Background: an optimization exercise with open tools, aiming at small area, a short achievable clock period and few clock cycles. Do not read the settings as production practice. Function was checked by simulation only, so behaviour that the tests miss may differ from the original. The clock input has no modelled driver; a real chip could not lean on it and would need a root buffer or a full tree. Power is estimated from default activity; no workload was simulated.

Design STI_DAC, start of the top module:
module STI_DAC(clk ,reset, load, pi_data, pi_length, pi_fill, pi_msb, pi_low, pi_end,
	       so_data, so_valid,
	       oem_finish, oem_dataout, oem_addr,
	       odd1_wr, odd2_wr, odd3_wr, odd4_wr, even1_wr, even2_wr, even3_wr, even4_wr);
input		clk, reset;
input		load, pi_msb, pi_low, pi_end;
input	[15:0]	pi_data;
input	[1:0]	pi_length;
input		pi_fill;
output		so_data;
output	reg	so_valid;
output		odd1_wr, odd2_wr, odd3_wr, odd4_wr, even1_wr, even2_wr, even3_wr, even4_wr;
output	reg	oem_finish;
output	[4:0]	oem_addr;
output	[7:0]	oem_dataout;
reg		busy;		 
reg	[2:0]	bit_cnt;	 
reg	[1:0]	byte_cnt;	 
reg	[7:0]	shift;		 
reg		wr_pend;	 
reg	[7:0]	pix;		 
reg	[5:0]	clr;		 
wire issue = load | busy;
wire byte_end = (bit_cnt == 3'd7);
wire last = byte_end & (byte_cnt == pi_length);
reg hi, zero;
always @(*) begin
	hi = 1'b0;
	zero = 1'b0;
	case (pi_length)
	2'd0: hi = pi_low;
	2'd1: hi = pi_msb ^ byte_cnt[0];
	2'd2: begin
		case (byte_cnt)
		2'd0: begin zero = pi_msb ^ pi_fill; hi = pi_msb; end
		2'd1: hi = ~pi_fill;
		default: begin zero = ~(pi_msb ^ pi_fill); hi = ~pi_msb; end
		endcase
	end
	default: begin
		zero = byte_cnt[1] ^ pi_msb ^ pi_fill;
		hi = pi_msb ^ byte_cnt[0];
	end
	endcase
end
wire [3:0] sel = {hi, bit_cnt ^ {3{pi_msb}}};
wire bit_out = ~zero & pi_data[sel];
always @(posedge clk or posedge reset) begin
	if (reset) begin
		busy <= 1'b0;
		so_valid <= 1'b0;
		bit_cnt <= 3'd0;
		byte_cnt <= 2'd0;
		wr_pend <= 1'b0;
	end else begin
		busy <= issue & ~last;
		so_valid <= issue;
		wr_pend <= issue & byte_end;
		if (issue) begin
			bit_cnt <= bit_cnt + 3'd1;
			if (byte_end) byte_cnt <= last ? 2'd0 : byte_cnt + 2'd1;
		end
	end
end
always @(posedge clk)
	if (issue) shift <= {shift[6:0], bit_out};
assign so_data = shift[0];
always @(posedge clk or posedge reset) begin
	if (reset) begin
		pix <= 8'd0;
		clr <= 6'd0;
		oem_finish <= 1'b0;
	end else begin
		if (wr_pend) pix <= pix + 8'd1;
		else if (~clr[5]) clr <= clr + 6'd1;
		oem_finish <= pi_end & clr[5];
	end
end
wire clearing = ~wr_pend & ~clr[5];
wire odd = ~(pix[3] ^ pix[0]);
wire [3:0] bank = {pix[7:6] == 2'd3, pix[7:6] == 2'd2, pix[7:6] == 2'd1, pix[7:6] == 2'd0};
  ...
Settings: LEC_CHECK=0, CAP_MARGIN=20, CORE_MARGIN=2, CORE_UTILIZATION=40, SETUP_SLACK_MARGIN=2.3, SLEW_MARGIN=20; clock period 4.0 ns.
run.sh (not shown) runs the stock make flow with config.mk's settings and CLKGATE_MAP_FILE= SYNTH_SCRIPT=/design/flow/synth_recipe.tcl, a recipe that flattens the netlist after the stock synthesis.
Testbench counts at the start, summed over its fixed seeds: cycles 10,845.
Then changed:
--- a/flow/config.mk
+++ b/flow/config.mk
@@ -10,3 +10,3 @@
 export CORE_UTILIZATION = 40
-export SETUP_SLACK_MARGIN = 2.3
+export SETUP_SLACK_MARGIN = 1.8
 export SLEW_MARGIN = 20
Total power goes down by about 22%.
Die area stays the same.
Final area goes down by 18%.
Clock skew hardly moves.
Area after synthesis stays the same.
Then changed:
--- a/flow/config.mk
+++ b/flow/config.mk
@@ -10,3 +10,2 @@
 export CORE_UTILIZATION = 40
-export SETUP_SLACK_MARGIN = 1.8
 export SLEW_MARGIN = 20
Outcome: Setup slack gets worse by 0.73 ns. Critical path depth came out lower by 1. Wire length fell by a few percent.

* * *

Another version of the RTL of STI_DAC (not shown whole).
Size in the first run: roughly 31 flip-flops, about 49 I/O pins, ~1600 sq um of cells after synthesis.
clock: 4.0 ns
lec_check: 0
cap_margin: 20
core_margin: 2
core_utilization: 40
setup_slack_margin: 1.6
slew_margin: 20
standard.sh (not shown) runs the stock make flow with config.mk's settings and CLKGATE_MAP_FILE= SYNTH_SCRIPT=/design/flow/synth_recipe.tcl, a recipe that flattens the netlist after the stock synthesis.
==> flow/flow/run.sh <==
#!/bin/bash
# Standard synthesis and layout, with plain buf_1 port buffers, free cell
# sizing, and a single clock buffer in place of the clock tree (pre_cts.tcl).
set -euo pipefail
here=$(pwd)
bash standard.sh synth > synth.log 2>&1
bash standard.sh 'BUFFER_PORTS_ARGS=-buffer_cell sky130_fd_sc_hd__buf_1' MATCH_CELL_FOOTPRINT=0 "PRE_CTS_TCL=$here/flow/pre_cts.tcl" finish > layout.log 2>&1
==> flow/flow/pre_cts.tcl <==
# Clock tree: one clkbuf_16, placed at the centre of the registers, drives
# every register's clock pin (the design has about 30 registers). This
# replaces ORFS's two-level H-tree; all registers still see the same clock.
set block [ord::get_db_block]
set clknet [$block findNet clk]
set sinks {}
set sx 0
set sy 0
foreach it [$clknet getITerms] {
  set inst [$it getInst]
  set box [$inst getBBox]
  set sx [expr {$sx + ([$box xMin] + [$box xMax]) / 2}]
  set sy [expr {$sy + ([$box yMin] + [$box yMax]) / 2}]
  lappend sinks $it
}
set n [llength $sinks]
puts "pre_cts: $n clock sinks"
set master [[ord::get_db] findMaster sky130_fd_sc_hd__clkbuf_16]
set buf [odb::dbInst_create $block $master clkbuf_root]
set leaf [odb::dbNet_create $block clknet_root]
$leaf setSigType CLOCK
foreach it $sinks {
  $it disconnect
  $it connect $leaf
}
[$buf findITerm A] connect $clknet
[$buf findITerm X] connect $leaf
$buf setLocation [expr {$sx / $n}] [expr {$sy / $n}]
$buf setPlacementStatus PLACED
set_propagated_clock [all_clocks]
# the tree is built; skip ORFS's clock tree synthesis
proc clock_tree_synthesis {args} { puts "pre_cts: clock_tree_synthesis skipped" }
The first run passed the timing, DRC and antenna checks.
Testbench counts at the start, summed over its fixed seeds: cycles 10,845.
Change:
--- a/flow/config.mk
+++ b/flow/config.mk
@@ -6,7 +6,8 @@
 export NUM_CORES = 4
 export LEC_CHECK = 0
+export ABC_CLOCK_PERIOD_IN_PS = 1200
 export CAP_MARGIN = 20
 export CORE_MARGIN = 2
 export CORE_UTILIZATION = 40
-export SETUP_SLACK_MARGIN = 1.6
+export SETUP_SLACK_MARGIN = 2.1
 export SLEW_MARGIN = 20
The changed run completed without violations; sequential cell count is unchanged; routed wire length came out higher by 0.52%; synthesized cell count stays the same; setup slack improved by 0.20 ns.
Change:
--- a/flow/config.mk
+++ b/flow/config.mk
@@ -6,5 +6,5 @@
 export NUM_CORES = 4
 export LEC_CHECK = 0
-export ABC_CLOCK_PERIOD_IN_PS = 1200
+export ABC_AREA = 1
 export CAP_MARGIN = 20
 export CORE_MARGIN = 2
Effect: Via count rose by about a fifth; die area went up by a few percent; maximum frequency came out lower by a few percent; area after synthesis rises by a little under a tenth.
No run of this note takes its clock network from TritonCTS; it comes from the design's own scripts or RTL.

-- what the ideal ports hide --
In the flow no input, the clock included, has a driving cell. The finished layouts below were timed again as built, in two steps.
Step 1 (the two cells are an assumption about what drives the block):
set clk [get_ports {clk}]
set_driving_cell -lib_cell sky130_fd_sc_hd__clkbuf_16 $clk
set_driving_cell -lib_cell sky130_fd_sc_hd__buf_2 [delete_from_list [all_inputs] $clk]
Step 2 moves the port delays by t, midway between the first and last clock arrival at a register: inputs arrive t later, outputs are due t later. That takes back most of the time a late clock gives input paths.
a / b / c = no drivers / after step 1 / after step 2; a / b = the first two.
run | t (ns) | setup WS [ns] | worst data-port slew with drivers (ns)
the first run of note 1 | 0.298 | 1.772 / 1.749 / 1.882 | 0.04
the second run of note 1 | 0.295 | 1.787 / 1.762 / 1.594 | 0.04
the third run of note 1 | 0.294 | 1.055 / 1.030 / 1.291 | 0.04
the first run of note 2 | 0.197 | 1.995 / 2.001 / 1.804 | 0.03
the second run of note 2 | 0.197 | 2.190 / 2.160 / 2.002 | 0.03
the third run of note 2 | 0.202 | 2.150 / 2.117 / 2.090 | 0.03
After both steps setup and hold are still met in every run listed. For the second run of note 1, which loses most, drivers alone change the setup slack by -0.025 ns; drivers and shift together by -0.193 ns.
